Context: an optimization exercise on an open-source flow, tuned for small area. The choices shown serve that exercise and are no tape-out recipe. At most, simulation tests tie the RTL to the original design; equivalence was not proved. The RTL of runs 3 and 4 was laid out without a check of its function. No activity file was given, so power comes from the tool's default toggle rates.

==> flow/design.v <==
module decimal_to_7segment_digit(
	input [3:0] decimal,
	output reg [6:0] segments
);
	localparam num0 = 7'b1111110;
	localparam num1 = 7'b0110000;
	localparam num2 = 7'b1101101;
	localparam num3 = 7'b1111001;
	localparam num4 = 7'b0110011;
	localparam num5 = 7'b1011011;
	localparam num6 = 7'b1011111;
	localparam num7 = 7'b1110000;
	localparam num8 = 7'b1111111;
	localparam num9 = 7'b1110011;
	localparam error = 7'b1001111;
	always @ (decimal) begin
		case (decimal)
			4'd0 : segments <= num0;
			4'd1 : segments <= num1;
			4'd2 : segments <= num2;
			4'd3 : segments <= num3;
			4'd4 : segments <= num4;
			4'd5 : segments <= num5;
			4'd6 : segments <= num6;
			4'd7 : segments <= num7;
			4'd8 : segments <= num8;
			4'd9 : segments <= num9;
			default : segments <= error;
		endcase
	end
endmodule
module display(
	input wire clk,
	input wire user_btn,
	output wire [2:0] rgb_led,
	output wire digit_anode1,
	output wire digit_anode2,
	output wire digit_anode3,
	output wire digit_anode4,
	output wire segmentA,
	output wire segmentB,
	output wire segmentC,
	output wire segmentD,
	output wire segmentE,
	output wire segmentF,
	output wire segmentG
);
	localparam five_millis = 'd12;
	localparam one_second = 'd240;
	reg [27:0] one_second_timer;
	reg [19:0] counter;
	always @(posedge clk) begin
		if (user_btn == 0) begin
			counter <= 0;
			one_second_timer <= 0;
		end
		else if (one_second_timer == one_second) begin
			one_second_timer <= 0;
			if (counter == 10_000) counter <= 0;
			else counter <= counter + 1;
		end
		else one_second_timer <= one_second_timer + 1;
	end
	wire [3:0] counter_digit_thousands;
	wire [3:0] counter_digit_cents;
	wire [3:0] counter_digit_tens;
	wire [3:0] counter_digit_ones;
	assign counter_digit_thousands = counter >= 'd1000 ? counter / 'd1000 % 'd10 : 0;
	assign counter_digit_cents = counter >= 'd100 ? counter / 'd100 % 'd10 : 0;
	assign counter_digit_tens = counter >= 'd10 ? counter / 'd10 % 'd10 : 0;
	assign counter_digit_ones = counter >= 'd1 ? counter / 'd1 % 'd10 : 0;
	wire [6:0] digit1_out;
	wire [6:0] digit2_out;
	wire [6:0] digit3_out;
	wire [6:0] digit4_out;
	decimal_to_7segment_digit digit1_converter (counter_digit_thousands, digit1_out);
	decimal_to_7segment_digit digit2_converter (counter_digit_cents, digit2_out);
	decimal_to_7segment_digit digit3_converter (counter_digit_tens, digit3_out);
	decimal_to_7segment_digit digit4_converter (counter_digit_ones, digit4_out);
	reg [19:0] display_timer;
	reg [3:0] digit_selector;
	reg [6:0] segments_out;
	assign rgb_led = 3'b111;
	assign {digit_anode1, digit_anode2, digit_anode3, digit_anode4} = ~digit_selector;
	assign {segmentA, segmentB, segmentC, segmentD, segmentE, segmentF, segmentG} = segments_out;
	always @(posedge clk) begin
		if (user_btn == 0) begin
			display_timer <= 0;
			digit_selector <= 4'b0001;
			segments_out <= 7'b0000000;
		end
		else if (display_timer == five_millis) begin
			display_timer <= 0;
			digit_selector <= {digit_selector[2:0], digit_selector[3]};
		end
		else if (display_timer == 1) begin
			case (digit_selector)
				4'b1000 : segments_out <= digit1_out;
				4'b0100 : segments_out <= digit2_out;
				4'b0010 : segments_out <= digit3_out;
				4'b0001 : segments_out <= digit4_out;
			endcase
			display_timer <= display_timer + 1;
		end
		else display_timer <= display_timer + 1;
	end
endmodule
==> flow/run.sh <==
#!/bin/bash
# synth_recipe.tcl (not shown) runs the flow's synth.tcl, then flattens the netlist and writes it again
# the make line also repeats each setting of config.mk as NAME=value (left out here)
make -C /OpenROAD-flow-scripts/flow DESIGN_CONFIG=/design/flow/config.mk WORK_HOME=/design/flow/orfs CLKGATE_MAP_FILE= SYNTH_SCRIPT=/design/flow/synth_recipe.tcl finish
==> flow/config.mk <==
export PLATFORM = sky130hd
export DESIGN_NAME = display
export DESIGN_NICKNAME = display
export VERILOG_FILES = /design/flow/design.v
export SDC_FILE = /design/flow/constraint.sdc
export NUM_CORES = 4
export LEC_CHECK = 0
export CAP_MARGIN = 20
export CORE_MARGIN = 2
export CORE_UTILIZATION = 40
export SLEW_MARGIN = 20
==> flow/constraint.sdc <==
create_clock -name core_clock -period 20.0 [get_ports {clk}]
set_input_delay 4.0000 -clock core_clock [delete_from_list [all_inputs] [get_ports {clk}]]
set_output_delay 4.0000 -clock core_clock [all_outputs]
set_load 0.01 [all_outputs]
==> metrics.csv, run 1 <==
metric,value,unit
Final GP Congestion,0.8680,
antenna-violating nets left,0,
post-DR vias/cell,6.397,
Total Wirelength,41400,um
CP bufs+invs,4,
Residual DRC,0,
Setup Buffers After CTS,0,
register area share after synthesis,0.1129,
I/O Buffers,12,
prevailing post-synth register cell,dfxtp_1,
gr usage total,0.2204,
CTS root buf,clkbuf_16,
n_diodes,0,
Power Density,23.71,nW/um^2
I/O pin count,16,
Die X,191.1,um
MaxCap Viol Count,0,
Post-Syn Area,14010,sq um
"CTS clk-pin slew, worst paths",70,ps
DR pass1 iterations,5,
max frequency,86.97,MHz
RSZ-0062 raised after global routing,false,
synth unique cells,127,
post-CTS sizing,0,
Final period util,0.5749,
GR Util met3,0.02185,
met2 Track Usage GR,0.3783,
Layout area overhead,4.359,%
Nets,1990,
Tmin final,11500,ps
Final Hold Vio Count,0,
share of cells above drive strength 1,0.09165,
global route hottest layer,met2,
largest buffer count on any clock path,2,
"top cells by area, synth","dfxtp_1, nor2_1, xnor2_1, nand2_1, a21oi_1",
Slowest Stage Delay on Critical Path,810,ps
Yosys top cell by area,dfxtp_1,
Initial Util,0.4055,
area of the multi-input gates,11610,sq um
Worst Setup SP,counter[19],
Std-Cell Rows,68,
WP data arrival,11730,ps
Post-synth EDFFs,0,
Slowest cell on crit path,a2111oi_0,
Area after DPL,14310,sq um
crit-path most repeated cell,inv_1,
top cell type's share of synthesized area,0.1129,
Detailed Route Iter0 Violations,1355,
initial antenna violation count,0,
Clock Sink Count,79,
worst-skew pair later-pin latency,360,ps
first-pass GRT wire length,68870,um
H-Tree Depth,3,
Ys Warns,2,
DR vias,15400,
RR Startpoint,counter[19],
cts hold-fix bufs,0,
worst-margin pin slew,1058,ps
core box area,34540,sq um
Final Max Tran Viols,0,
Setup TNS,0,ps
min-delay src,segments_out[0],
cell area after layout,14620,sq um
Fill cells,3599,
max_slew headroom,0.2894,
die area,36530,sq um
critical path type,reg2reg,
outcome,finished clean,
Post-Synthesis Cells,2027,
startpoint type of the worst setup path,flip-flop,
vias in the first global route,13930,
"flops & latches, synth",79,
Avg WL per Cell,17.19,um
critical path capture point type,flip-flop,
Detail Placement HPWL,30500,um
leakage power,5.275,nW
Die Y,191.1,um
"delay-heaviest family, CP",compound AO/OA/AOI/OAI gates,
CTS tree,yes,
crit-path max FO,33,
total grt overflow,0,
post-synthesis average cell area,6.911,sq um
Setup Skew,9.832,ps
"Data required, critical path",20230,ps
pin count of the biggest net entering global routing,43,
# setup viols final,0,
GR Util met1,0.3015,
Inserted Clock Buffers,9,
Synth async-reset ratio,0,
Peak VDD IR,0.00004335,V
Hold Crit Class,reg2reg,
FF+latch area,1582,sq um
cells in the mapped netlist, drive strengths merged (33+ instances only):
cell type  number
nor2          234
nand3         108
nor3           72
ha             40
o211ai         36
xor2           43
inv            66
nand4          35
nand2         168
a21oi         121
o21ai         138
dfxtp          79
clkbuf         70
a31oi          48
or3            33
buf            58
xnor2          77
where the power goes:
group / internal (mW) / switching, mW
sequential: 0.160 / 0.00242
clock: 0.0884 / 0.0823
combinational: 0.00606 / 0.00780
total: 0.254 / 0.0925
placed cells by master, fill, tap and decap left out, drive strengths merged, types with 17 or more instances in the layout:
cell     count
inv         71
mux2i       28
nor3        72
xor2        43
o22ai       21
xnor2       77
a211oi      26
a22oi       17
and2        30
a31oi       48
nand3      108
or3         33
o2111ai     22
a21oi      121
nand2b      17
o21a        27
and3        30
o211ai      36
buf         24
nor2       234
o21ai      138
o31ai       23
a221oi      18
a21o        17
or2         25
dfxtp       79
nand2      168
nand4       35
nor4        23
ha          40
routing by layer:
layer  vias to the layer above  share of wire
li1                       7551              -
met1                      7326           0.47
met2                       492           0.47
met3                        35          0.051
met4                         0         0.0076
met5                         -              0
flip-flops by register name, indices dropped and copies added, names as in the netlist:
register          cells
one_second_timer     28
counter              20
digit_selector        4
display_timer        20
segments_out          7
path summary, 6_finish.rpt:
path	end	slack (ps)	cells past startpoint
worst min-delay path	segments_out[0]	460	2
worst min register to register	segments_out[0]	460	2
worst max-delay path	segments_out[4]	8500	37
worst max register to register	segments_out[4]	8500	37
logic make-up after synthesis:
kind of cell               Yosys count  synth area share
other                                1         0.0002677
adders and majority gates           49           0.04234
muxes                               44           0.03394
buffers and inverters              196           0.05975
AOI/OAI and AO/OA                  696            0.3737
xor gates and xnor gates           120           0.07503
and+or+nand+nor                    842            0.3021
DFF                                 79            0.1129
worst reg2reg max path, delay by kind of cell, from the launching register on:
kind            cells  cell delay (ps)
buf+inv             4              890
simple gates       11             2700
xor+xnor            2              350
fa+ha+maj           3              850
compound gates     14             4960
mux                 3             1120
flops               1              500
stage by stage:
stage / std cells / hold WS, ps / util / setup WS, ps / power [mW]
6_report: 2408 / 462.2 / 0.4232 / 8501 / 0.3466
5_1_grt: 2408 / 490.1 / 0.4232 / 7556 / 0.3576
4_1_cts: 2408 / 465.4 / 0.4229 / 8411 / 0.3518
3_5_place_dp: 2392 / 450.1 / 0.4143 / 8472 / 0.1795
3_3_place_gp: 2392 / 453.0 / 0.4143 / 8663 / 0.1795
2_1_floorplan: 2029 / 441.2 / - / 10990 / 0.1736
area by class of cell:
type                       instances  share of cell area
multi-input combinational       1754              0.7945
sequential                        79              0.1082
tap                              455             0.03894
timing repair buffer              36             0.02054
inverter                          68             0.01746
clock buffer                       9             0.01541
clock inverter                     7            0.004964
==> inputs of run 2 (changes only) <==
==> flow/design.v (replaced) <==
module decimal_to_7segment_digit(
	input [3:0] decimal,
	output [6:0] segments
);
	wire [15:0] code = 16'd1 << decimal;
	assign segments[6] = |(code & 16'b0000001111101101);  
	assign segments[5] = |(code & 16'b0000001110011111);  
	assign segments[4] = |(code & 16'b0000001111111011);  
	assign segments[3] = |(code & 16'b0000000101101101);  
	assign segments[2] = |(code & 16'b0000000101000101);  
	assign segments[1] = |(code & 16'b0000001101110001);  
	assign segments[0] = |(code & 16'b0000001101111100);  
endmodule
module display(
	input wire clk,
	input wire user_btn,
	output wire [2:0] rgb_led,
	output wire digit_anode1,
	output wire digit_anode2,
	output wire digit_anode3,
	output wire digit_anode4,
	output wire segmentA,
	output wire segmentB,
	output wire segmentC,
	output wire segmentD,
	output wire segmentE,
	output wire segmentF,
	output wire segmentG
);
	wire rst = ~user_btn;
	reg [7:0] t;
	reg [3:0] d;
	wire t_end = &t[7:4];           
	wire d_end = d[3] & d[2];       
	wire d_one = d == 4'd1;
	always @(posedge clk) begin
		if (rst | t_end) t <= 0;
		else t <= t + 1'b1;
		if (rst | d_end) d <= 0;
		else d <= d + 1'b1;
	end
	reg [3:0] c0, c1, c2, c3;
	reg c4;
	wire inc0 = t_end & ~c4;
	wire inc1 = inc0 & (c0 == 4'd9);
	wire inc2 = inc1 & (c1 == 4'd9);
	wire inc3 = inc2 & (c2 == 4'd9);
	wire inc4 = inc3 & (c3 == 4'd9);
	always @(posedge clk) begin
		if (rst) begin
			c0 <= 0; c1 <= 0; c2 <= 0; c3 <= 0; c4 <= 0;
		end else begin
			if (inc0) c0 <= (c0 == 4'd9) ? 4'd0 : c0 + 1'b1;
			if (inc1) c1 <= (c1 == 4'd9) ? 4'd0 : c1 + 1'b1;
			if (inc2) c2 <= (c2 == 4'd9) ? 4'd0 : c2 + 1'b1;
			if (inc3) c3 <= (c3 == 4'd9) ? 4'd0 : c3 + 1'b1;
			if (t_end) c4 <= inc4;
		end
	end
	reg [1:0] s;
	reg [3:0] l;
	always @(posedge clk) begin
		if (rst) begin
			s <= 0;
			l <= 4'd15;
		end else if (d_end) s <= s + 1'b1;
		else if (d_one) begin
			case (s)
				2'd0: l <= c0;
				2'd1: l <= c1;
				2'd2: l <= c2;
				2'd3: l <= c3;
			endcase
		end
	end
	wire [6:0] seg;
	decimal_to_7segment_digit conv (l, seg);
	assign rgb_led = 3'b111;
	assign digit_anode4 = ~(s == 2'd0);
	assign digit_anode3 = ~(s == 2'd1);
	assign digit_anode2 = ~(s == 2'd2);
	assign digit_anode1 = ~(s == 2'd3);
	assign {segmentA, segmentB, segmentC, segmentD, segmentE, segmentF, segmentG} = seg;
endmodule
==> metrics.csv, run 2 <==
metric,value,unit,change
outcome,finished clean,,
Final period util,0.2931,,-0.2819
MaxCap Viol Count,0,,unchanged
Clock Sink Count,35,,-56%
prevailing post-synth register cell,dfxtp_1,,
WP data arrival,1860,ps,-9870 ps
DR WL met2,1525,um,-92%
Setup Buffers After CTS,0,,unchanged
Residual DRC,0,,unchanged
worst-margin pin slew,638.1,ps,-419.7 ps
Post-Syn Area,1869,sq um,-87%
share of cells above drive strength 1,0.06034,,-0.03131
Die Y,72.36,um,-62%
n_diodes,0,,unchanged
Post-Synthesis Cells,224,,-89%
"delay-heaviest family, CP",buffers and inverters,,
crit-path max FO,9,,-73%
"count leader, synth",dfxtp_1,,
"top cells by count, synth","dfxtp_1, nand2_1, nor2_1",,
Setup TNS,0,ps,unchanged
DR pass1 iterations,4,,-1
Slowest cell on crit path,clkdlybuf4s50_1,,
largest buffer count on any clock path,2,,unchanged
Hold Path Cell Cnt,1,,-1
total grt overflow,0,,unchanged
# setup viols final,0,,unchanged
min-delay src,t[0],,
Std-Cell Rows,24,,-65%
top sig layer,met4,,
Initial Util,0.4235,,+0.01793
top cell type's share of synthesized area,0.3748,,+0.2619
H-Tree Depth,2,,-1
Yosys top cell by area,dfxtp_1,,
"CTS clk-pin slew, worst paths",70,ps,about the same
antenna-violating nets left,0,,unchanged
leakage power,0.7445,nW,-86%
pin count of the biggest net entering global routing,21,,-51%
"flops & latches, synth",35,,-56%
FF-to-FF path depth,4,,-89%
Die X,72.36,um,-62%
Nets,241,,-88%
die area,5236,sq um,-86%
I/O Buffers,12,,unchanged
Detailed Route Iter0 Violations,81,,-94%
startpoint type of the worst setup path,flip-flop,,
CTS root buf,clkbuf_8,,
initial antenna violation count,0,,unchanged
Peak VDD IR,0.00003055,V,-30%
CP bufs+invs,1,,-3
most frequent cells in the layout,"dfxtp_1, nand2_1, nor2_1, inv_1, a21oi_1",,
post-synthesis average cell area,8.345,sq um,+21%
CTS tree,yes,,
Tmin final,5861,ps,-5637 ps
RR Startpoint,c0[0],,
DR vias,1502,,-90%
post-CTS sizing,0,,unchanged
Avg WL per Cell,12.53,um,-27%
Synth async-reset ratio,0,,unchanged
WP depth,4,,-89%
Post-synth EDFFs,0,,unchanged
worst-skew pair later-pin latency,280,ps,-80 ps
Inserted Clock Buffers,5,,-4
core box area,4414,sq um,-87%
Detail Placement HPWL,2529,um,-92%
synth unique cells,49,,-61%
Hold Crit Class,reg2reg,,
cts hold-fix bufs,0,,unchanged
CP cell instances,or2_2 -> xnor2_1 -> a31oi_1 -> clkdlybuf4s50_1,,
max_slew headroom,0.5741,,+0.2847
"Data required, critical path",16000,ps,-4230 ps
first-pass GRT wire length,5968,um,-91%
critical path capture point type,output port,,
post-DR vias/cell,5.289,,-17%
Setup Skew,4.740,ps,-5.093 ps
I/O pin count,16,,unchanged
vias in the first global route,1348,,-90%
register area share after synthesis,0.3748,,+0.2619
"top cells by area, synth","dfxtp_1, ha_1, nand2_1, a21oi_1, nor2_1",,
Total Wirelength,3559,um,-91%
Ys Warns,1,,-1
Slowest Stage Delay on Critical Path,550,ps,-260 ps
Final Max Tran Viols,0,,unchanged
Final GP Congestion,0.8093,,-6.8%
gr usage total,0.1442,,-0.07622
Final Hold Vio Count,0,,unchanged
max frequency,170.6,MHz,+96%
Layout area overhead,11.58,%,
DR WL met3,146,um,-93%
metal1 wirelength,1826,um,-91%
Worst Setup SP,l[1],,
total power,141.5,uW,-59%
Power Density,67.86,nW/um^2,+190%
RSZ-0062 raised after global routing,false,,
max FFs per register,8,,-71%
"commonest non-fill, non-tap cell in the layout",dfxtp_1,,
critical path type,reg2out,,
largest register by flop count,t,,
## run 2: report_power, final
| group | internal [mW] | switching (mW) |
|---|---|---|
| logic | 0.00596 | 0.00571 |
| registers | 0.0716 | 0.00264 |
| clock network | 0.0314 | 0.0243 |
## run 2: worst paths after layout
| kind | endpoint | slack [ps] |
|---|---|---|
| max | segmentG | 14140 |
| min | t[0] | 450 |
| max reg2reg | c4 | 17980 |
| min reg2reg | t[0] | 450 |
## run 2: area by class of cell
| type | count | area [sq um] |
|---|---|---|
| Clock buffer | 8 | 100.1 |
| Fill cell | 435 | 2328 |
| Inverter | 15 | 56.30 |
| Multi-Input combinational cell | 162 | 1044 |
| Sequential cell | 35 | 700.7 |
| Tap cell | 52 | 65.06 |
| Timing Repair Buffer | 12 | 120.1 |
## run 2: worst register-to-register path, stage by stage (launching register included)
cell and delay [ps]:
dfxtp_1 370, nor2b_1 480, nand3_2 330, or4_1 610
a21oi_1 160
## run 2: metrics by stage
| step | hold WS [ps] | worst slack [ps] | util | instance area (sq um) | cells |
|---|---|---|---|---|---|
| after global placement | 432.2 | 14390 | 0.4498 | 1986 | 276 |
| after global routing | 491.5 | 14050 | 0.4725 | 2086 | 284 |
| after floorplan | 417.6 | 14740 | - | 1877 | 226 |
| final | 454.6 | 14140 | 0.4725 | 2086 | 284 |
| after detailed placement | 437.5 | 14340 | 0.4498 | 1986 | 276 |
| after CTS | 450.5 | 14120 | 0.4725 | 2086 | 284 |
## run 2: cell families (layout without fill, tap and decap cells)
group	after synthesis	after routing	synth area share
simple gates	89	89	0.2584
compound gates	47	47	0.1667
flops	35	35	0.3748
buf+inv	29	35	0.07095
xor+xnor	11	11	0.05154
fa+ha+maj	8	8	0.05355
mux	4	4	0.02209
other cells	1	3	0.002006
## run 2: metal layers
layer  up-vias  track usage
met5         -            0
met4         0      0.06709
met3         7      0.03472
met2        34       0.2243
met1       668       0.1880
li1        793            -
==> inputs of run 3 (changes only) <==
--- a/flow/design.v
+++ b/flow/design.v
@@ -32,3 +32,3 @@
 	reg [3:0] d;
-	wire t_end = &t[7:4];           
+	wire tick = &t[7:4];            
 	wire d_end = d[3] & d[2];       
@@ -36,3 +36,3 @@
 	always @(posedge clk) begin
-		if (rst | t_end) t <= 0;
+		if (rst | tick) t <= 0;
 		else t <= t + 1'b1;
@@ -41,35 +41,42 @@
 	end
-	reg [3:0] c0, c1, c2, c3;
-	reg c4;
-	wire inc0 = t_end & ~c4;
-	wire inc1 = inc0 & (c0 == 4'd9);
-	wire inc2 = inc1 & (c1 == 4'd9);
-	wire inc3 = inc2 & (c2 == 4'd9);
-	wire inc4 = inc3 & (c3 == 4'd9);
+	reg [1:0] s;
+	always @(posedge clk) begin
+		if (rst) s <= 0;
+		else if (d_end) s <= s + 1'b1;
+	end
+	reg [3:0] n0, n1, n2, n3;
+	reg cf;       
+	reg p;        
+	reg f;        
+	wire [1:0] ph = s + d[1:0];
+	wire ones_ent = ph == 2'd0;
+	wire thou_ent = ph == 2'd3;
+	wire step = tick | p;
+	wire c_in = ones_ent ? (step & ~f) : cf;
+	wire n3_9 = n3[3] & n3[0];
+	wire c_out = c_in & n3_9;
+	wire [3:0] n3_inc = n3_9 ? 4'd0 : n3 + 1'b1;
 	always @(posedge clk) begin
 		if (rst) begin
-			c0 <= 0; c1 <= 0; c2 <= 0; c3 <= 0; c4 <= 0;
+			n0 <= 0; n1 <= 0; n2 <= 0; n3 <= 0;
+			cf <= 0; p <= 0; f <= 0;
 		end else begin
-			if (inc0) c0 <= (c0 == 4'd9) ? 4'd0 : c0 + 1'b1;
-			if (inc1) c1 <= (c1 == 4'd9) ? 4'd0 : c1 + 1'b1;
-			if (inc2) c2 <= (c2 == 4'd9) ? 4'd0 : c2 + 1'b1;
-			if (inc3) c3 <= (c3 == 4'd9) ? 4'd0 : c3 + 1'b1;
-			if (t_end) c4 <= inc4;
+			n0 <= c_in ? n3_inc : n3;
+			n1 <= n0;
+			n2 <= n1;
+			n3 <= n2;
+			cf <= c_out & ~thou_ent;
+			p <= step & ~ones_ent;
+			f <= (f & ~(ones_ent & step)) | (c_out & thou_ent);
 		end
 	end
-	reg [1:0] s;
+	wire lower9 = (s == 2'd0) | (n1[3] & n1[0] & ((s == 2'd1) |
+	              (n2[3] & n2[0] & ((s == 2'd2) | (n3_9)))));
+	wire corr = p & ~f & lower9;
+	wire n0_9 = n0[3] & n0[0];
+	wire [3:0] sample = corr ? (n0_9 ? 4'd0 : n0 + 1'b1) : n0;
 	reg [3:0] l;
 	always @(posedge clk) begin
-		if (rst) begin
-			s <= 0;
-			l <= 4'd15;
-		end else if (d_end) s <= s + 1'b1;
-		else if (d_one) begin
-			case (s)
-				2'd0: l <= c0;
-				2'd1: l <= c1;
-				2'd2: l <= c2;
-				2'd3: l <= c3;
-			endcase
-		end
+		if (rst) l <= 4'd15;
+		else if (d_one) l <= sample;
 	end
==> flow/flow/run.sh (new file) <==
#!/bin/bash
cp standard.sh standard_sh.log
cp config.mk config_mk.log
bash standard.sh > standard_run.log 2>&1
==> flow/standard.sh (new file) <==
#!/bin/bash
# synth_recipe.tcl (not shown) runs the flow's synth.tcl, then flattens the netlist and writes it again
# the make line also repeats each setting of config.mk as NAME=value (left out here)
make -C /OpenROAD-flow-scripts/flow DESIGN_CONFIG=/design/flow/config.mk WORK_HOME=/design/flow/orfs CLKGATE_MAP_FILE= SYNTH_SCRIPT=/design/flow/synth_recipe.tcl "${@:-finish}"
removed: flow/run.sh
==> metrics.csv, run 3 <==
metric,value,unit,change
Final period util,0.2951,,+0.002070
Final Max Tran Viols,0,,unchanged
critical path type,in2reg,,
# setup viols final,0,,unchanged
switching power,34.55,uW,+5.9%
Setup Buffers After CTS,0,,unchanged
cell area after layout,1993,sq um,-4.4%
Power Density,70.44,nW/um^2,+3.8%
"CTS clk-pin slew, worst paths",70,ps,about the same
DR vias,1364,,-9.2%
most frequent cells in the layout,"dfxtp_1, nor2_1, nand2_1, and2_1, clkdlybuf4s50_1",,
Setup TNS,0,ps,unchanged
CTS root buf,clkbuf_8,,
post-synthesis average cell area,8.877,sq um,+6.4%
Synth async-reset ratio,0,,unchanged
Peak VDD IR,0.00003710,V,+21%
total grt overflow,0,,unchanged
Initial Util,0.4106,,-0.01288
"flops & latches, synth",37,,+5.7%
Slowest cell on crit path,clkdlybuf4s50_1,,
Residual DRC,0,,unchanged
I/O Buffers,12,,unchanged
vias in the first global route,1168,,-13%
"Data required, critical path",20140,ps,+4140 ps
CTS tree,yes,,
internal power,105.9,uW,-2.8%
WP data arrival,6040,ps,+4180 ps
cts hold-fix bufs,0,,unchanged
post-CTS sizing,0,,unchanged
max FFs per register,8,,unchanged
min-delay src,n2[2],,
Std-Cell Rows,24,,unchanged
leakage power,0.7529,nW,+1.1%
minimum hold slack,434.6,ps,-20.00 ps
gr usage total,0.1395,,-0.004648
combinational group share of total power,0.102,,+0.020
register area share after synthesis,0.4172,,+0.04236
CP bufs+invs,2,,+1
Detailed Route Iter0 Violations,86,,+6.2%
largest buffer count on any clock path,2,,unchanged
Die X,70.63,um,-2.4%
antenna-violating nets left,0,,unchanged
core box area,4324,sq um,-2.0%
die area,4988,sq um,-4.7%
Post-Synthesis Cells,200,,-11%
MaxCap Viol Count,0,,unchanged
initial antenna violation count,0,,unchanged
Worst R2R End,n0[3],,
Area after DPL,1919,sq um,-3.3%
Inserted Clock Buffers,5,,unchanged
I/O pin count,16,,unchanged
Post-synth EDFFs,0,,unchanged
Clock power frac,0.335,,-0.058
Nets,223,,-7.5%
Yosys top cell by area,dfxtp_1,,
outcome,finished clean,,
worst-skew pair later-pin latency,280,ps,about the same
Avg WL per Cell,12.06,um,-3.8%
"top cells by area, synth","dfxtp_1, ha_1, and2_1, nor2_1, nand2_1",,
"count leader, synth",dfxtp_1,,
Sequential Power Share,0.563,,+0.039
prevailing post-synth register cell,dfxtp_1,,
CP cell instances,clkdlybuf4s50_1 -> clkinv_1 -> a2111oi_0 -> a311oi_1,,
Ys Warns,1,,unchanged
critical path capture point type,flip-flop,,
worst-margin pin slew,845.3,ps,+207.1 ps
Final Hold Vio Count,0,,unchanged
Hold Path Cell Cnt,1,,unchanged
top cell type's share of synthesized area,0.4172,,+0.04236
Final GP Congestion,0.7813,,-3.5%
n_diodes,0,,unchanged
H-Tree Depth,2,,unchanged
crit-path max FO,26,,+17
FF-to-FF path depth,4,,unchanged
Slowest Stage Delay on Critical Path,1000,ps,+450 ps
Post-Syn Area,1775,sq um,-5.0%
Tmin final,5903,ps,+41.40 ps
Hold Crit Class,reg2reg,,
pin count of the biggest net entering global routing,27,,+29%
R2R Setup Slk,18170,ps,+190 ps
"delay-heaviest family, CP",buffers and inverters,,
startpoint type of the worst setup path,input pin,,
Layout area overhead,12.26,%,
Detail Placement HPWL,2288,um,-9.5%
post-DR vias/cell,5.206,,-1.6%
Sw Share,0.2461,,+0.01562
largest register by flop count,t,,
Setup Skew,5.020,ps,+0.2800 ps
"commonest non-fill, non-tap cell in the layout",dfxtp_1,,
max frequency,169.4,MHz,-0.70%
Worst Hold End,n3[2],,
max_slew headroom,0.4353,,-0.1388
RR Startpoint,s[1],,
Clock Sink Count,37,,+5.7%
synth unique cells,47,,-4.1%
RSZ-0062 raised after global routing,false,,
Die Y,70.63,um,-2.4%
DR pass1 iterations,3,,-1
"top cells by count, synth","dfxtp_1, nor2_1, nand2_1",,
Total Wirelength,3159,um,-11%
first-pass GRT wire length,5451,um,-8.7%
share of cells above drive strength 1,0.04286,,-0.01749
[run 3: changes by cell type in the layout (fill, tap and decap cells not counted), sizes merged, moves of 7 or more]
cell and change:
and2 +14, nand2 -9, o21ai -7, or3 -7
[run 3: cell families after synthesis]
family | count (synthesis) | share of synthesized area
mux | 4 | 0.02255
buf+inv | 21 | 0.05074
compound gates | 36 | 0.1424
other cells | 1 | 0.002112
fa+ha+maj | 10 | 0.07047
xor+xnor | 7 | 0.04369
simple gates | 84 | 0.2509
flops | 37 | 0.4172
[run 3: worst reg2reg max path, cell delays in order (launching register included)]
cell and delay, ps:
dfxtp_1 410, xor3_2 550, or4_1 530, nand2_1 110
mux2i_1 170
[run 3: final cells by class]
type,instances,area [sq um]
Fill cell,447,2331
Multi-Input combinational cell,144,952.2
Sequential cell,37,740.7
Timing Repair Buffer,12,120.1
Clock buffer,5,68.82
Tap cell,52,65.06
Inverter,11,41.29
Clock inverter,1,5.005
[run 3: per-layer routing]
metal | up-vias | share of wire | GRT usage
li1 | 717 | - | -
met1 | 629 | 0.50 | 0.1827
met2 | 14 | 0.45 | 0.2128
met3 | 4 | 0.023 | 0.03419
met4 | 0 | 0.019 | 0.07547
met5 | - | 0 | 0
[run 3: worst max-delay path by stage]
stage | from | end | slack [ps] | cells after the start
floorplan | l[1] | segmentD | 14850 | 3
global placement | user_btn | l[0] | 13870 | 4
detailed placement | user_btn | l[0] | 13790 | 4
CTS | l[1] | segmentD | 14080 | 4
global route | l[1] | segmentD | 13930 | 4
finish | user_btn | l[0] | 14100 | 4
[run 3: through the flow]
step                total power [mW]    util  cells  setup WS [ps]
floorplan                    0.09070       -    202          14850
detailed placement           0.09525  0.4439    256          13790
finish                        0.1404  0.4609    262          14100
global placement             0.09518  0.4439    256          13870
global route                  0.1487  0.4609    262          13930
CTS                           0.1424  0.4609    262          14080
[run 3: power by group through the flow]
stage               sequential (mW)  combinational (mW)  clock [mW]
floorplan                    0.0784              0.0123           0
global placement             0.0807              0.0145           0
detailed placement           0.0807              0.0145           0
CTS                          0.0790              0.0146      0.0488
global route                 0.0794              0.0162      0.0531
finish                       0.0790              0.0144      0.0470
==> inputs of run 4 (changes only) <==
==> flow/flow/run.sh (replaced) <==
#!/bin/bash
# Standard layout, with an area-oriented ABC script in synthesis (registers
# untouched), smaller port buffers and a smaller clock tree.
set -euo pipefail
W=$PWD
sed -e "s#SYNTH_SCRIPT=[^ ]*#SYNTH_SCRIPT=$W/flow/my_synth.tcl#" standard.sh > my_standard.sh
export MY_ABC_SCRIPT=$W/flow/area.abc
export BUFFER_PORTS_ARGS="-buffer_cell sky130_fd_sc_hd__buf_1"
export CTS_ARGS="-sink_clustering_enable -repair_clock_nets -dont_use_dummy_load -buf_list {sky130_fd_sc_hd__clkbuf_2 sky130_fd_sc_hd__clkbuf_4}"
bash my_standard.sh > make_flow.log 2>&1
==> flow/flow/area.abc (new file) <==
strash
dc2
dc2
dch -f
amap
topo
==> flow/flow/my_synth.tcl (new file) <==
proc synth {args} { yosys synth -nofsm -noshare {*}$args }
proc extract_fa {args} { }
proc abc {args} {
  set out {}
  set skip 0
  foreach a $args {
    if {$skip} { set skip 0; continue }
    if {$a eq "-script" || $a eq "-D"} { set skip 1; continue }
    lappend out $a
  }
  yosys abc -script $::env(MY_ABC_SCRIPT) {*}$out
}
source $::env(SCRIPTS_DIR)/synth.tcl
# left out here: clear keep_hierarchy, flatten, clean up, hide names made inside functions, write 1_2_yosys.v
==> metrics.csv, run 4 <==
metric,value,unit,change
area of the multi-input gates,600.6,sq um,-37%
Die Y,63.98,um,-9.4%
post-DR vias/cell,4.930,,-5.3%
"count leader, synth",nor2_1,,
Worst R2R End,n0[3],,
total power,120.3,uW,-14%
cts hold-fix bufs,0,,unchanged
Ys Warns,1,,unchanged
Detail Placement HPWL,1996,um,-13%
RR Startpoint,s[1],,
Std-Cell Rows,21,,-13%
Area after DPL,1526,sq um,-20%
Setup TNS,0,ps,unchanged
worst-margin pin slew,840.9,ps,-4.373 ps
top cell type's share of synthesized area,0.5148,,+0.09759
min-delay src,n1[0],,
Worst Hold End,n2[0],,
Final GP Congestion,0.7772,,-0.52%
antenna-violating nets left,0,,unchanged
switching power,29.88,uW,-14%
Finished Layout Cells,243,,-7.3%
Clock power frac,0.276,,-0.059
FF+latch area,740.7,sq um,unchanged
synth unique cells,27,,-43%
gr usage total,0.1386,,-0.0009358
Initial Util,0.4245,,+0.01392
WP data arrival,1590,ps,-4450 ps
RSZ-0062 raised after global routing,false,,
Final Util,0.4614,,+0.0004880
DR vias,1198,,-12%
Synth async-reset ratio,0,,unchanged
initial antenna violation count,0,,unchanged
crit-path max FO,5,,-81%
Sw Share,0.2484,,+0.002332
Setup Buffers After CTS,0,,unchanged
Post-Syn Area,1439,sq um,-19%
critical path capture point type,output port,,
Tmin final,5588,ps,-314.4 ps
"CTS clk-pin slew, worst paths",100,ps,+30 ps
Layout area overhead,8.696,%,
minimum hold slack,422.4,ps,-12.15 ps
pin count of the biggest net entering global routing,22,,-19%
"commonest non-fill, non-tap cell in the layout",nor2_1,,
total grt overflow,0,,unchanged
# setup viols final,0,,unchanged
Detailed Route Iter0 Violations,35,,-59%
cell area after layout,1564,sq um,-22%
internal power,90.40,uW,-15%
Final period util,0.2794,,-0.01572
max frequency,178.9,MHz,+5.6%
Peak VDD IR,0.00004190,V,+13%
largest register by flop count,t,,
Power Density,76.90,nW/um^2,+9.2%
core box area,3390,sq um,-22%
combinational group share of total power,0.085,,-0.017
Inserted Clock Buffers,5,,unchanged
critical path type,reg2out,,
prevailing post-synth register cell,dfxtp_1,,
Post-Synthesis Cells,181,,-9.5%
Yosys top cell by area,dfxtp_1,,
n_diodes,0,,unchanged
"top cells by area, synth","dfxtp_1, nor2_1, clkinv_1, nand2_1, o21ai_0",,
die area,4093,sq um,-18%
Residual DRC,0,,unchanged
outcome,finished clean,,
"top cells by count, synth","nor2_1, dfxtp_1, clkinv_1",,
Clock Sink Count,37,,unchanged
post-CTS sizing,0,,unchanged
I/O pin count,16,,unchanged
first-pass GRT wire length,4353,um,-20%
Hold Crit Class,reg2reg,,
Inst Count DP,238,,-7.0%
Die X,63.98,um,-9.4%
final setup margin,14410,ps,+314.4 ps
Final Hold Vio Count,0,,unchanged
R2R Setup Slk,17750,ps,-420 ps
CTS root buf,clkbuf_4,,
I/O Buffers,12,,unchanged
"flops & latches, synth",37,,unchanged
H-Tree Depth,2,,unchanged
startpoint type of the worst setup path,flip-flop,,
most frequent cells in the layout,"nor2_1, dfxtp_1, clkinv_1, nand2_1",,
MaxCap Viol Count,0,,unchanged
Final Max Tran Viols,0,,unchanged
Fill cells,348,,-22%
Setup Skew,18.67,ps,+13.65 ps
share of cells above drive strength 1,0.02538,,-0.01748
"Data required, critical path",16000,ps,-4140 ps
leakage power,0.5743,nW,-24%
largest buffer count on any clock path,2,,unchanged
register area share after synthesis,0.5148,,+0.09759
FF-to-FF path depth,12,,+8
CTS tree,yes,,
worst-skew pair later-pin latency,340,ps,+60 ps
Nets,201,,-9.9%
Sequential Power Share,0.639,,+0.076
vias in the first global route,1090,,-6.7%
Hold Path Cell Cnt,2,,+1
Total Wirelength,2581,um,-18%
max FFs per register,8,,unchanged
DR pass1 iterations,4,,+1
max_slew headroom,0.4335,,-0.001790
post-synthesis average cell area,7.950,sq um,-10%
Avg WL per Cell,10.62,um,-12%
Post-synth EDFFs,0,,unchanged
pre-CTS setup slack,14540,ps,+743.6 ps
## run 4: metal layers
layer / vias to the layer above / track usage / routed length (um)
li1: 622 / - / -
met1: 538 / 0.1443 / 1138
met2: 30 / 0.2357 / 1220
met3: 8 / 0.06338 / 153
met4: 0 / 0.06522 / 69
met5: - / 0 / 0
## run 4: how the worst max path moves through the flow
stage / from / endpoint / slack [ps] / cells past startpoint
finish: l[0] / segmentD / 14410 / 6
global placement: user_btn / f / 14630 / 4
CTS: l[0] / segmentD / 14400 / 6
detailed placement: user_btn / f / 14540 / 4
floorplan: l[0] / segmentB / 15010 / 3
global route: l[0] / segmentD / 14250 / 6
## run 4: worst max-delay path, cell delays in order, from the launching register on
cell	delay, ps
dfxtp_1	420
clkinv_1	160
nor2_1	210
nor2_1	60
a21oi_1	130
o21bai_1	130
buf_1	160
## run 4: cell type report
| type | instances | share of cell area |
|---|---|---|
| multi-input combinational | 121 | 0.3840 |
| inverter | 22 | 0.05280 |
| tap | 46 | 0.03680 |
| sequential | 37 | 0.4736 |
| timing repair buffer | 12 | 0.02880 |
| clock buffer | 5 | 0.02400 |
## run 4: kinds of logic after synthesis
| kind of cell | after synthesis | synth area share |
|---|---|---|
| compound gates | 36 | 0.1591 |
| buf+inv | 25 | 0.07304 |
| flops | 37 | 0.5148 |
| other cells | 1 | 0.002606 |
| simple gates | 82 | 0.2504 |
## run 4: power by group through the flow
stage / clock, mW / combinational, mW / sequential [mW]
3_3_place_gp: 0 / 0.0100 / 0.0785
3_5_place_dp: 0 / 0.0103 / 0.0786
5_1_grt: 0.0381 / 0.0116 / 0.0772
4_1_cts: 0.0346 / 0.0103 / 0.0769
6_report: 0.0332 / 0.0102 / 0.0769
2_1_floorplan: 0 / 0.00803 / 0.0782
==> inputs of run 5 (changes only) <==
--- a/flow/design.v
+++ b/flow/design.v
@@ -30,5 +30,10 @@
 	wire rst = ~user_btn;
-	reg [7:0] t;
+	localparam [7:0] TM = 8'haa;
+	reg [7:0] ty;
+	wire [7:0] tx = ty ^ TM;
+	wire tick = ~|tx[6:0];
+	wire tz = rst | tick;
+	always @(posedge clk)
+		ty <= (tz ? 8'h51 : {tx[6:0], tx[7] ^ ~(tx[0] ^ tx[1])}) ^ TM;
 	reg [3:0] d;
-	wire tick = &t[7:4];            
 	wire d_end = d[3] & d[2];       
@@ -36,4 +41,2 @@
 	always @(posedge clk) begin
-		if (rst | tick) t <= 0;
-		else t <= t + 1'b1;
 		if (rst | d_end) d <= 0;
@@ -46,3 +49,5 @@
 	end
-	reg [3:0] n0, n1, n2, n3;
+	reg [3:0] n0, n1y, n2, n3y;
+	wire [3:0] n1 = ~n1y;
+	wire [3:0] n3 = ~n3y;
 	reg cf;       
@@ -60,3 +65,3 @@
 		if (rst) begin
-			n0 <= 0; n1 <= 0; n2 <= 0; n3 <= 0;
+			n0 <= 0; n1y <= 4'hf; n2 <= 0; n3y <= 4'hf;
 			cf <= 0; p <= 0; f <= 0;
@@ -64,5 +69,5 @@
 			n0 <= c_in ? n3_inc : n3;
-			n1 <= n0;
+			n1y <= ~n0;
 			n2 <= n1;
-			n3 <= n2;
+			n3y <= ~n2;
 			cf <= c_out & ~thou_ent;
--- a/flow/flow/run.sh
+++ b/flow/flow/run.sh
@@ -8,3 +8,3 @@
 export BUFFER_PORTS_ARGS="-buffer_cell sky130_fd_sc_hd__buf_1"
-export CTS_ARGS="-sink_clustering_enable -repair_clock_nets -dont_use_dummy_load -buf_list {sky130_fd_sc_hd__clkbuf_2 sky130_fd_sc_hd__clkbuf_4}"
+export CTS_ARGS="-repair_clock_nets -dont_use_dummy_load -buf_list {sky130_fd_sc_hd__clkbuf_16}"
 bash my_standard.sh > make_flow.log 2>&1
==> metrics.csv, run 5 <==
metric,value,unit,change
Post-synth EDFFs,0,,unchanged
Final Hold Vio Count,0,,unchanged
synth unique cells,26,,-3.7%
antenna-violating nets left,0,,unchanged
I/O Buffers,12,,unchanged
Post-Syn Area,1370,sq um,-4.8%
max FFs per register,8,,unchanged
Hold Path Cell Cnt,1,,-1
Yosys top cell by area,dfxtp_1,,
last element of the critical path,f,,
worst-margin pin slew,872.6,ps,+31.66 ps
pre-CTS setup slack,14230,ps,-305.7 ps
DR pass1 iterations,4,,unchanged
max_slew headroom,0.4129,,-0.02054
Tmin final,5438,ps,-150.5 ps
R2R Setup Slk,17580,ps,-170 ps
Layout area overhead,15.53,%,
Nets,187,,-7.0%
register area share after synthesis,0.5406,,+0.02586
Setup TNS,0,ps,unchanged
Hold Crit Class,reg2reg,,
RSZ-0062 raised after global routing,false,,
I/O pin count,16,,unchanged
worst-skew pair later-pin latency,280,ps,-60 ps
top cell type's share of synthesized area,0.5406,,+0.02586
first-pass GRT wire length,4409,um,+1.3%
vias in the first global route,1053,,-3.4%
post-DR vias/cell,4.913,,-0.35%
core box area,3311,sq um,-2.3%
"top cells by area, synth","dfxtp_1, nor2_1, clkinv_1, nand2_1, o21ai_0",,
post-synthesis average cell area,8.204,sq um,+3.2%
total grt overflow,0,,unchanged
largest buffer count on any clock path,2,,unchanged
Die X,62.53,um,-2.3%
"Data required, critical path",20170,ps,+4170 ps
Final GP Congestion,0.7850,,+1.0%
leakage power,0.5700,nW,-0.76%
Final Max Tran Viols,0,,unchanged
Initial Util,0.4138,,-0.01068
Total Wirelength,2522,um,-2.3%
largest register by flop count,ty,,
post-CTS sizing,0,,unchanged
"top cells by count, synth","dfxtp_1, nor2_1, clkinv_1",,
initial antenna violation count,0,,unchanged
Post-Synthesis Cells,167,,-7.7%
share of cells above drive strength 1,0.02732,,+0.001942
Avg WL per Cell,11.01,um,+3.7%
H-Tree Depth,2,,unchanged
critical path type,in2reg,,
Worst Setup SP,user_btn,,
gr usage total,0.1442,,+0.005628
"CTS clk-pin slew, worst paths",50,ps,-50 ps
outcome,finished clean,,
Power Density,100.0,nW/um^2,+30%
CTS tree,yes,,
n_diodes,0,,unchanged
Peak VDD IR,0.00006585,V,+57%
most frequent cells in the layout,"dfxtp_1, nor2_1, clkinv_1, nand2_1",,
Setup Skew,10.66,ps,-8.007 ps
cts hold-fix bufs,0,,unchanged
pin count of the biggest net entering global routing,18,,-18%
RR Startpoint,ty[6],,
critical path capture point type,flip-flop,,
Synth async-reset ratio,0,,unchanged
MaxCap Viol Count,0,,unchanged
"count leader, synth",dfxtp_1,,
final setup margin,14560,ps,+150.5 ps
CTS root buf,clkbuf_16,,
# setup viols final,0,,unchanged
prevailing post-synth register cell,dfxtp_1,,
"commonest non-fill, non-tap cell in the layout",dfxtp_1,,
"flops & latches, synth",37,,unchanged
Detailed Route Iter0 Violations,23,,-34%
Detail Placement HPWL,1931,um,-3.3%
Worst R2R End,n0[3],,
Ys Warns,1,,unchanged
die area,3909,sq um,-4.5%
Std-Cell Rows,21,,unchanged
FF-to-FF path depth,11,,-1
WP data arrival,5610,ps,+4020 ps
Inserted Clock Buffers,5,,unchanged
crit-path max FO,17,,+12
max frequency,183.9,MHz,+2.8%
Clock Sink Count,37,,unchanged
Setup Buffers After CTS,0,,unchanged
startpoint type of the worst setup path,input pin,,
Final period util,0.2719,,-0.007525
DR vias,1125,,-6.1%
Residual DRC,0,,unchanged
Die Y,62.53,um,-2.3%
[run 5: cell count changes after synthesis, sizes merged, moves of 2 or more]
cell	previous run	this run
or2	1	3
nor3	6	1
or3	2	6
nand2	17	19
o211a	2	0
and2	2	0
nor2	41	33
nor2b	9	1
o21a	2	0
nand2b	1	3
[run 5: report_power, final]
group,switching [mW],total [mW],leakage (nW),internal (mW)
Combinational,0.00734,0.0113,0.206,0.00398
Sequential,0.00198,0.0785,0.302,0.0765
Clock,0.0247,0.0684,0.0616,0.0438
[run 5: cells by family (layout without fill, tap and decap cells)]
kind of cell / after synthesis / count (layout) / synth area share
other: 1 / 3 / 0.002737
flip-flops: 37 / 37 / 0.5406
AND/OR/NAND/NOR: 70 / 70 / 0.2256
buffers and inverters: 24 / 38 / 0.07397
AO/OA/AOI/OAI: 35 / 35 / 0.1571
[run 5: worst max-delay path: stages]
cell      delay (ps)
buf_1            400
clkinv_1         530
or3_1            530
o32ai_1          130
[run 5: worst min path at each step]
stage	end	slack, ps	from
final	n3y[2]	360	n2[2]
after global routing	n3y[1]	380	n2[1]
after CTS	n3y[1]	360	n2[1]
after global placement	n3y[1]	350	n2[1]
after detailed placement	n3y[2]	350	n2[2]
after floorplan	n3y[1]	340	n2[1]
[run 5: metal layers]
metal  vias up  part of all wire  wire length, um  track usage
met5         -                 0                0            0
met4         0             0.022               55      0.06667
met3         6             0.041              104      0.05405
met2        17              0.50             1256       0.2567
met1       510              0.44             1106       0.1495
li1        592                 -                -            -
[run 5: area by class of cell]
cell class	count	area (sq um)
Tap cell	46	57.56
Sequential cell	37	740.7
Fill cell	334	1728
Timing Repair Buffer	12	45.04
Inverter	21	78.83
Clock buffer	5	125.1
Multi-Input combinational cell	108	535.5
[run 5: stage by stage]
step	std cells	total power, mW	hold WS (ps)	utilization	instance area (sq um)
finish	229	0.1583	361.3	0.4781	1583
global route	229	0.1658	376.8	0.4781	1583
CTS	229	0.1607	363.5	0.4781	1583
detailed placement	224	0.09136	352.1	0.4403	1458
global placement	224	0.09080	348.7	0.4403	1458
floorplan	169	0.08826	343.4	-	1378
==> inputs of run 6 (changes only) <==
--- a/flow/flow/run.sh
+++ b/flow/flow/run.sh
@@ -8,3 +8,3 @@
 export BUFFER_PORTS_ARGS="-buffer_cell sky130_fd_sc_hd__buf_1"
-export CTS_ARGS="-repair_clock_nets -dont_use_dummy_load -buf_list {sky130_fd_sc_hd__clkbuf_16}"
+export CTS_ARGS="-sink_clustering_enable -repair_clock_nets -dont_use_dummy_load -sink_clustering_size 50 -sink_clustering_max_diameter 500 -buf_list {sky130_fd_sc_hd__clkbuf_8}"
 bash my_standard.sh > make_flow.log 2>&1
==> metrics.csv, run 6 <==
metric,value,unit,change
worst-skew pair later-pin latency,290,ps,about the same
antenna-violating nets left,0,,unchanged
share of cells above drive strength 1,0.02732,,unchanged
Fill cells,338,,+1.2%
max FFs per register,8,,unchanged
# setup viols final,0,,unchanged
CP bufs+invs,2,,unchanged
final setup margin,14570,ps,+12.80 ps
Setup Buffers After CTS,0,,unchanged
Finished Layout Cells,229,,unchanged
Layout area overhead,11.42,%,
total grt overflow,0,,unchanged
Slowest cell on crit path,or3_1,,
DR vias,1108,,-1.5%
Final GP Congestion,0.7850,,unchanged
post-synthesis mux area share,0,,unchanged
Worst R2R End,n0[3],,
Area after DPL,1458,sq um,unchanged
top cell type's share of synthesized area,0.5406,,unchanged
MaxCap Viol Count,0,,unchanged
pin count of the biggest net entering global routing,18,,unchanged
Post-synth EDFFs,0,,unchanged
Die X,62.53,um,unchanged
area of the multi-input gates,535.5,sq um,unchanged
critical path capture point type,flip-flop,,
n_diodes,0,,unchanged
post-synthesis average cell area,8.204,sq um,unchanged
prevailing post-synth register cell,dfxtp_1,,
Simple-Gate Fraction of Synth Area,0.2256,,unchanged
Final Hold Vio Count,0,,unchanged
max frequency,184.3,MHz,+0.23%
Slowest Stage Delay on Critical Path,530,ps,about the same
Final Max Tran Viols,0,,unchanged
Synth Area in XOR/XNOR,0,,unchanged
gr usage total,0.1450,,+0.0008228
CP cell instances,buf_1 -> clkinv_1 -> or3_1 -> o32ai_1,,
Post-Syn Area,1370,sq um,unchanged
"count leader, synth",dfxtp_1,,
initial antenna violation count,0,,unchanged
Hold Crit Class,reg2reg,,
RSZ-0062 raised after global routing,false,,
Avg WL per Cell,11.12,um,+0.95%
I/O Buffers,12,,unchanged
Inst Count DP,224,,unchanged
vias in the first global route,1058,,+0.47%
outcome,finished clean,,
WP data arrival,5600,ps,about the same
Peak VDD IR,0.00005878,V,-11%
post-CTS sizing,0,,unchanged
Synth async-reset ratio,0,,unchanged
Ys Warns,1,,unchanged
max_slew headroom,0.4067,,-0.006244
"CTS clk-pin slew, worst paths",60,ps,about the same
I/O pin count,16,,unchanged
Residual DRC,0,,unchanged
DR pass1 iterations,4,,unchanged
first-pass GRT wire length,4402,um,-0.16%
Worst Setup SP,user_btn,,
most frequent cells in the layout,"dfxtp_1, nor2_1, clkinv_1, nand2_1",,
Die Y,62.53,um,unchanged
worst-margin pin slew,881.8,ps,+9.280 ps
Clock Sink Count,37,,unchanged
CTS root buf,clkbuf_8,,
register area share after synthesis,0.5406,,unchanged
Setup Skew,14.49,ps,+3.835 ps
R2R Setup Slk,17560,ps,-20 ps
CTS tree,yes,,
"Data required, critical path",20180,ps,about the same
critical path type,in2reg,,
startpoint type of the worst setup path,input pin,,
core box area,3311,sq um,unchanged
largest buffer count on any clock path,2,,unchanged
FF+latch area,740.7,sq um,unchanged
largest register by flop count,ty,,
Total Wirelength,2546,um,+0.95%
Detail Placement HPWL,1931,um,unchanged
WP depth,4,,unchanged
Inserted Clock Buffers,5,,unchanged
leakage power,0.5443,nW,-4.5%
Yosys top cell by area,dfxtp_1,,
FF-to-FF path depth,11,,unchanged
cell area after layout,1526,sq um,-3.6%
Initial Util,0.4138,,unchanged
adder-cell share of the synthesized area,0,,unchanged
Power Density,88.24,nW/um^2,-12%
RR Startpoint,ty[6],,
minimum hold slack,364.1,ps,+2.815 ps
crit-path max FO,17,,unchanged
last element of the critical path,f,,
Detailed Route Iter0 Violations,21,,-8.7%
"delay-heaviest family, CP",buffers and inverters,,
Final period util,0.2713,,-0.0006400
die area,3909,sq um,unchanged
post-synthesis compound-gate area fraction,0.1571,,unchanged
"commonest non-fill, non-tap cell in the layout",dfxtp_1,,
synth unique cells,26,,unchanged
H-Tree Depth,2,,unchanged
Setup TNS,0,ps,unchanged
cts hold-fix bufs,0,,unchanged
post-DR vias/cell,4.838,,-1.5%
"top cells by area, synth","dfxtp_1, nor2_1, clkinv_1, nand2_1, o21ai_0",,
Std-Cell Rows,21,,unchanged
largest family of logic cells by synthesized area,simple AND/OR/NAND/NOR gates,,
"flops & latches, synth",37,,unchanged
"top cells by count, synth","dfxtp_1, nor2_1, clkinv_1",,
Nets,187,,unchanged
Tmin final,5425,ps,-12.80 ps
pre-CTS setup slack,14230,ps,unchanged
Post-Synthesis Cells,167,,unchanged
run 6: cells by family after synthesis:
group / Yosys count
AO/OA/AOI/OAI: 35
buffers and inverters: 24
flip-flops: 37
AND/OR/NAND/NOR: 70
other: 1
run 6: routing by layer:
metal / routed length [um] / part of all wire / GRT usage / up-vias
met5: 0 / 0 / 0 / -
met4: 65 / 0.026 / 0.08333 / 0
met3: 73 / 0.029 / 0.05405 / 5
met2: 1275 / 0.50 / 0.2527 / 12
met1: 1131 / 0.44 / 0.1486 / 507
li1: - / - / - / 584
run 6: final cells by class:
| cell class | count | area share |
|---|---|---|
| flip-flops and latches | 37 | 0.4852 |
| repair buffers | 12 | 0.02951 |
| clock buffers | 5 | 0.04508 |
| well taps | 46 | 0.03771 |
| multi-input cells | 108 | 0.3508 |
| inverters | 21 | 0.05164 |
run 6: power by group:
part / internal [mW] / leakage [nW] / switching, mW
sequential: 0.0764 / 0.302 / 0.00198
combinational: 0.00398 / 0.206 / 0.00735
clock: 0.0224 / 0.0359 / 0.0226
run 6: metrics by stage:
step,power (mW),util
after detailed placement,0.09136,0.4403
after global routing,0.1415,0.4611
after global placement,0.09080,0.4403
final,0.1347,0.4611
after CTS,0.1370,0.4611
after floorplan,0.08826,-
run 6: how the worst min path moves through the flow:
stage | slack (ps) | end | start | depth (start not counted)
2_1_floorplan | 340 | n3y[1] | n2[1] | 1
3_3_place_gp | 350 | n3y[1] | n2[1] | 1
3_5_place_dp | 350 | n3y[2] | n2[2] | 1
4_1_cts | 370 | n3y[1] | n2[1] | 1
5_1_grt | 380 | n3y[1] | n2[1] | 1
6_report | 360 | n3y[1] | n2[1] | 1
==> inputs of run 7 (changes only) <==
--- a/flow/flow/run.sh
+++ b/flow/flow/run.sh
@@ -8,3 +8,3 @@
 export BUFFER_PORTS_ARGS="-buffer_cell sky130_fd_sc_hd__buf_1"
-export CTS_ARGS="-sink_clustering_enable -repair_clock_nets -dont_use_dummy_load -sink_clustering_size 50 -sink_clustering_max_diameter 500 -buf_list {sky130_fd_sc_hd__clkbuf_8}"
+export CTS_ARGS="-sink_clustering_enable -repair_clock_nets -dont_use_dummy_load -sink_clustering_size 20 -sink_clustering_max_diameter 200 -buf_list {sky130_fd_sc_hd__clkbuf_4}"
 bash my_standard.sh > make_flow.log 2>&1
==> metrics.csv, run 7 <==
metric,value,unit,change
outcome,finished clean,,
Simple-Gate Fraction of Synth Area,0.2256,,unchanged
Hold Crit Class,reg2reg,,
"CTS clk-pin slew, worst paths",80,ps,+20 ps
Worst Setup SP,l[1],,
Area after DPL,1458,sq um,unchanged
CP cell instances,clkinv_1 -> nor2_1 -> nor2_1 -> o21ai_0 -> buf_1,,
RSZ-0062 raised after global routing,false,,
core box area,3311,sq um,unchanged
Detail Placement HPWL,1931,um,unchanged
post-synthesis compound-gate area fraction,0.1571,,unchanged
total grt overflow,0,,unchanged
Residual DRC,0,,unchanged
Synth Area in XOR/XNOR,0,,unchanged
Die X,62.53,um,unchanged
Final period util,0.2743,,+0.003080
MaxCap Viol Count,0,,unchanged
Final GP Congestion,0.7850,,unchanged
Post-Syn Area,1370,sq um,unchanged
DR vias,1115,,+0.63%
adder-cell share of the synthesized area,0,,unchanged
Post-synth EDFFs,0,,unchanged
Ys Warns,1,,unchanged
R2R Setup Slk,17540,ps,-20 ps
Final Hold Vio Count,0,,unchanged
"top cells by count, synth","dfxtp_1, nor2_1, clkinv_1",,
CTS tree,yes,,
"count leader, synth",dfxtp_1,,
crit-path max FO,5,,-12
n_diodes,0,,unchanged
top cell type's share of synthesized area,0.5406,,unchanged
vias in the first global route,1056,,-0.19%
die area,3909,sq um,unchanged
FF+latch area,740.7,sq um,unchanged
Tmin final,5487,ps,+61.60 ps
largest register by flop count,ty,,
cts hold-fix bufs,0,,unchanged
share of cells above drive strength 1,0.02732,,unchanged
"top cells by area, synth","dfxtp_1, nor2_1, clkinv_1, nand2_1, o21ai_0",,
minimum hold slack,370.2,ps,+6.078 ps
"flops & latches, synth",37,,unchanged
initial antenna violation count,0,,unchanged
Slowest Stage Delay on Critical Path,370,ps,-160 ps
DR pass1 iterations,4,,unchanged
Clock Sink Count,37,,unchanged
antenna-violating nets left,0,,unchanged
WP data arrival,1490,ps,-4110 ps
max frequency,182.3,MHz,-1.1%
Initial Util,0.4138,,unchanged
post-synthesis average cell area,8.204,sq um,unchanged
Avg WL per Cell,11.03,um,-0.75%
Setup TNS,0,ps,unchanged
pin count of the biggest net entering global routing,18,,unchanged
most frequent cells in the layout,"dfxtp_1, nor2_1, clkinv_1, nand2_1",,
worst-margin pin slew,868.9,ps,-12.94 ps
post-CTS sizing,0,,unchanged
"delay-heaviest family, CP",flip-flops,,
cell area after layout,1495,sq um,-2.0%
# setup viols final,0,,unchanged
post-DR vias/cell,4.869,,+0.63%
Total Wirelength,2527,um,-0.75%
Post-Synthesis Cells,167,,unchanged
CTS root buf,clkbuf_4,,
"commonest non-fill, non-tap cell in the layout",dfxtp_1,,
FF-to-FF path depth,11,,unchanged
Power Density,82.06,nW/um^2,-7.0%
critical path capture point type,output port,,
largest buffer count on any clock path,2,,unchanged
Nets,187,,unchanged
largest family of logic cells by synthesized area,simple AND/OR/NAND/NOR gates,,
Peak VDD IR,0.00005244,V,-11%
first-pass GRT wire length,4402,um,unchanged
Layout area overhead,9.132,%,
register area share after synthesis,0.5406,,unchanged
Die Y,62.53,um,unchanged
gr usage total,0.1431,,-0.001919
area of the multi-input gates,535.5,sq um,unchanged
I/O Buffers,12,,unchanged
prevailing post-synth register cell,dfxtp_1,,
"Data required, critical path",16000,ps,-4180 ps
Yosys top cell by area,dfxtp_1,,
RR Startpoint,ty[6],,
post-synthesis mux area share,0,,unchanged
Final Util,0.4516,,-0.009448
Final Max Tran Viols,0,,unchanged
Detailed Route Iter0 Violations,30,,+43%
leakage power,0.5314,nW,-2.4%
crit-path most repeated cell,nor2_1,,
Slowest cell on crit path,dfxtp_1,,
Setup Skew,26.79,ps,+12.30 ps
Fill cells,347,,+2.7%
H-Tree Depth,2,,unchanged
I/O pin count,16,,unchanged
worst-skew pair later-pin latency,350,ps,+60 ps
Synth async-reset ratio,0,,unchanged
Setup Buffers After CTS,0,,unchanged
last element of the critical path,segmentA,,
CP bufs+invs,2,,unchanged
max_slew headroom,0.4154,,+0.008706
Std-Cell Rows,21,,unchanged
Worst R2R End,n0[3],,
critical path type,reg2out,,
startpoint type of the worst setup path,flip-flop,,
Inserted Clock Buffers,5,,unchanged
synth unique cells,26,,unchanged
total power,122.7,uW,-8.9%
WP depth,5,,+1
max FFs per register,8,,unchanged
==> run 7: cell counts after synthesis <==
Identical to the previous run, type by type.
==> run 7: worst min path at each step <==
stage / startpoint / cells past startpoint / end
2_1_floorplan: n2[1] / 1 / n3y[1]
3_3_place_gp: n2[1] / 1 / n3y[1]
3_5_place_dp: n2[2] / 1 / n3y[2]
4_1_cts: n2[1] / 1 / n3y[1]
5_1_grt: n2[1] / 1 / n3y[1]
6_report: n2[1] / 1 / n3y[1]
==> run 7: per-layer routing <==
| metal | vias to the layer above | wire length (um) | global-route usage |
|---|---|---|---|
| met4 | 0 | 50 | 0.09167 |
| met5 | - | 0 | 0 |
| met2 | 18 | 1238 | 0.2513 |
| met1 | 503 | 1145 | 0.1509 |
| li1 | 589 | - | - |
| met3 | 5 | 93 | 0.03784 |
==> run 7: where the power goes <==
group | internal [mW] | leakage (nW) | switching (mW) | total [mW]
registers | 0.0763 | 0.302 | 0.00199 | 0.0783
clock network | 0.0117 | 0.0230 | 0.0213 | 0.0331
logic | 0.00398 | 0.206 | 0.00738 | 0.0114
==> run 7: stage by stage <==
step / setup WS [ps] / std cells
floorplan: 15030 / 169
global placement: 14360 / 224
detailed placement: 14230 / 224
CTS: 14510 / 229
global route: 14380 / 229
finish: 14510 / 229
==> run 7: logic make-up (layout without fill, tap and decap cells) <==
kind of cell,Yosys count,after routing
AO/OA/AOI/OAI,35,35
buffers and inverters,24,38
other,1,3
flip-flops,37,37
AND/OR/NAND/NOR,70,70
==> run 7: area by class of cell <==
class | instances | share of cell area
flip-flops and latches | 37 | 0.4954
well taps | 46 | 0.03849
multi-input cells | 108 | 0.3582
repair buffers | 12 | 0.03013
clock buffers | 5 | 0.02510
inverters | 21 | 0.05272
==> run 7: worst reg2reg max path: stages, from the launching register on <==
cell      delay [ps]
dfxtp_1          320
clkinv_1          50
nand4_1           90
nor4b_1          700
nor2_1           130
nor2_1           200
a22oi_1          150
nor2_1           230
nand2_1          120
nor2_1           160
clkinv_1          80
a21oi_1          130
==> inputs of run 8 (changes only) <==
--- a/flow/flow/run.sh
+++ b/flow/flow/run.sh
@@ -8,3 +8,3 @@
 export BUFFER_PORTS_ARGS="-buffer_cell sky130_fd_sc_hd__buf_1"
-export CTS_ARGS="-sink_clustering_enable -repair_clock_nets -dont_use_dummy_load -sink_clustering_size 20 -sink_clustering_max_diameter 200 -buf_list {sky130_fd_sc_hd__clkbuf_4}"
+export CTS_ARGS="-sink_clustering_enable -repair_clock_nets -dont_use_dummy_load -buf_list {sky130_fd_sc_hd__clkbuf_2 sky130_fd_sc_hd__clkbuf_4}"
 bash my_standard.sh > make_flow.log 2>&1
==> metrics.csv, run 8 <==
metric,value,unit,change
Sw Share,0.2502,,unchanged
total power,122.7,uW,unchanged
Peak VDD IR,0.00005244,V,unchanged
Die Y,62.53,um,unchanged
post-synthesis average cell area,8.204,sq um,unchanged
Clock Sink Count,37,,unchanged
switching power,30.70,uW,unchanged
internal power,92.00,uW,unchanged
Fill cells,347,,unchanged
CTS tree,yes,,
Avg WL per Cell,11.03,um,unchanged
largest buffer count on any clock path,2,,unchanged
met2 Track Usage GR,0.2513,,unchanged
Worst R2R End,n0[3],,
RR Startpoint,ty[6],,
critical path type,reg2out,,
critical path capture point type,output port,,
GR Util met3,0.03784,,unchanged
die area,3909,sq um,unchanged
combinational group share of total power,0.093,,about the same
CP cell instances,clkinv_1 -> nor2_1 -> nor2_1 -> o21ai_0 -> buf_1,,
FF+latch area,740.7,sq um,unchanged
register area share after synthesis,0.5406,,unchanged
DR pass1 iterations,4,,unchanged
Synth async-reset ratio,0,,unchanged
"flops & latches, synth",37,,unchanged
prevailing post-synth register cell,dfxtp_1,,
Residual DRC,0,,unchanged
max FFs per register,8,,unchanged
Layout area overhead,9.132,%,unchanged
share of cells above drive strength 1,0.02732,,unchanged
Power Density,82.06,nW/um^2,unchanged
crit-path most repeated cell,nor2_1,,
outcome,finished clean,,
Slowest cell on crit path,dfxtp_1,,
total grt overflow,0,,unchanged
Die X,62.53,um,unchanged
crit-path max FO,5,,unchanged
Setup TNS,0,ps,unchanged
min-delay src,n2[1],,
Setup Skew,26.79,ps,unchanged
Clock power frac,0.269,,about the same
R2R Setup Slk,17540,ps,about the same
synth unique cells,26,,unchanged
Tmin final,5487,ps,unchanged
first-pass GRT wire length,4402,um,unchanged
core box area,3311,sq um,unchanged
n_diodes,0,,unchanged
largest register by flop count,ty,,
Slowest Stage Delay on Critical Path,370,ps,about the same
Post-Synthesis Cells,167,,unchanged
FF-to-FF path depth,11,,unchanged
Worst Setup SP,l[1],,
max frequency,182.3,MHz,unchanged
Hold Crit Class,reg2reg,,
minimum hold slack,370.2,ps,unchanged
RSZ-0062 raised after global routing,false,,
"commonest non-fill, non-tap cell in the layout",dfxtp_1,,
gr usage total,0.1431,,unchanged
Final Hold Vio Count,0,,unchanged
Std-Cell Rows,21,,unchanged
Yosys top cell by area,dfxtp_1,,
antenna-violating nets left,0,,unchanged
vias in the first global route,1056,,unchanged
cts hold-fix bufs,0,,unchanged
WP data arrival,1490,ps,about the same
Ys Warns,1,,unchanged
top cell type's share of synthesized area,0.5406,,unchanged
initial antenna violation count,0,,unchanged
post-CTS sizing,0,,unchanged
"top cells by area, synth","dfxtp_1, nor2_1, clkinv_1, nand2_1, o21ai_0",,
area of the multi-input gates,535.5,sq um,unchanged
"count leader, synth",dfxtp_1,,
Final Max Tran Viols,0,,unchanged
I/O Buffers,12,,unchanged
Nets,187,,unchanged
post-DR vias/cell,4.869,,unchanged
Post-synth EDFFs,0,,unchanged
Total Wirelength,2527,um,unchanged
worst-margin pin slew,868.9,ps,unchanged
"Data required, critical path",16000,ps,about the same
leakage power,0.5314,nW,unchanged
Setup Buffers After CTS,0,,unchanged
max_slew headroom,0.4154,,unchanged
startpoint type of the worst setup path,flip-flop,,
MaxCap Viol Count,0,,unchanged
Detail Placement HPWL,1931,um,unchanged
Detailed Route Iter0 Violations,30,,unchanged
Post-Syn Area,1370,sq um,unchanged
H-Tree Depth,2,,unchanged
DR vias,1115,,unchanged
GR Util met1,0.1509,,unchanged
Initial Util,0.4138,,unchanged
"CTS clk-pin slew, worst paths",80,ps,about the same
most frequent cells in the layout,"dfxtp_1, nor2_1, clkinv_1, nand2_1",,
CTS root buf,clkbuf_4,,
I/O pin count,16,,unchanged
Inserted Clock Buffers,5,,unchanged
global route hottest layer,met2,,
Sequential Power Share,0.638,,about the same
Final period util,0.2743,,unchanged
worst-skew pair later-pin latency,350,ps,about the same
"top cells by count, synth","dfxtp_1, nor2_1, clkinv_1",,
# setup viols final,0,,unchanged
last element of the critical path,segmentA,,
pin count of the biggest net entering global routing,18,,unchanged
Final GP Congestion,0.7850,,unchanged
-- run 8: final cells by class --
| cell class | instances | share of cell area |
|---|---|---|
| clock buffers | 5 | 0.02510 |
| inverters | 21 | 0.05272 |
| multi-input cells | 108 | 0.3582 |
| flip-flops and latches | 37 | 0.4954 |
| well taps | 46 | 0.03849 |
| repair buffers | 12 | 0.03013 |
-- run 8: critical path, delay by kind of cell (launching register included) --
kind	cells	cell delay [ps]
flops	1	370
buf+inv	2	310
simple gates	2	310
compound gates	1	180
-- run 8: worst min path at each step --
stage               endpoint  slack [ps]  cells after the start
CTS                   n3y[1]         370                      1
global route          n3y[1]         390                      1
global placement      n3y[1]         350                      1
finish                n3y[1]         370                      1
floorplan             n3y[1]         340                      1
detailed placement    n3y[2]         350                      1
-- run 8: cell families after synthesis --
family / count (synthesis) / synth area share
simple gates: 70 / 0.2256
flops: 37 / 0.5406
compound gates: 35 / 0.1571
buf+inv: 24 / 0.07397
other cells: 1 / 0.002737
-- run 8: per-layer routing --
metal | wire length (um) | vias to the layer above
li1 | - | 589
met1 | 1145 | 503
met2 | 1238 | 18
met3 | 93 | 5
met4 | 50 | 0
met5 | 0 | -
-- run 8: power groups by stage --
stage	Clock (mW)	Sequential (mW)	Combinational (mW)
final	0.0331	0.0783	0.0114
after global routing	0.0381	0.0786	0.0130
after CTS	0.0345	0.0783	0.0114
after detailed placement	0	0.0800	0.0114
after global placement	0	0.0799	0.0109
after floorplan	0	0.0795	0.00876
-- run 8: per-stage QoR --
step           instances  setup slack, ps  area (sq um)  utilization
2_1_floorplan        169            15030          1378            -
3_3_place_gp         224            14360          1458       0.4403
3_5_place_dp         224            14230          1458       0.4403
4_1_cts              229            14510          1495       0.4516
5_1_grt              229            14380          1495       0.4516
6_report             229            14510          1495       0.4516

-- port drivers added, routing unchanged --
No port has a modelled driver above. Below, the same layouts with a new extraction and two added sets of constraints. Step 1 assumes that a clkbuf_16 drives the clock port and a buf_2 every other input. Step 2 times the ports against the registers' clock, not the clock port: input delays grow and output delays shrink by t, the midpoint of the rising clock arrivals with the driver on. a / b / c = ideal ports / drivers / drivers and shift; a / b = the first two.
run	t (ns)	setup WS [ns]	worst register clock-pin slew, ns
run 1	0.399	8.501 / 8.501 / 8.501	0.08 / 0.08
run 2	0.307	14.139 / 14.113 / 14.320	0.07 / 0.07
run 3	0.306	14.097 / 14.079 / 13.796	0.07 / 0.07
run 4	0.354	14.412 / 14.390 / 14.526	0.11 / 0.11
run 5	0.300	14.562 / 14.563 / 14.267	0.05 / 0.05
run 6	0.307	14.575 / 14.553 / 14.267	0.07 / 0.07
run 7	0.355	14.513 / 14.491 / 14.260	0.11 / 0.11
run 8	0.355	14.513 / 14.491 / 14.260	0.11 / 0.11
After both steps setup and hold are still met in every run listed. The setup slack of run 6, which loses most, moves by -0.022 ns with the drivers and by -0.308 ns with both steps.
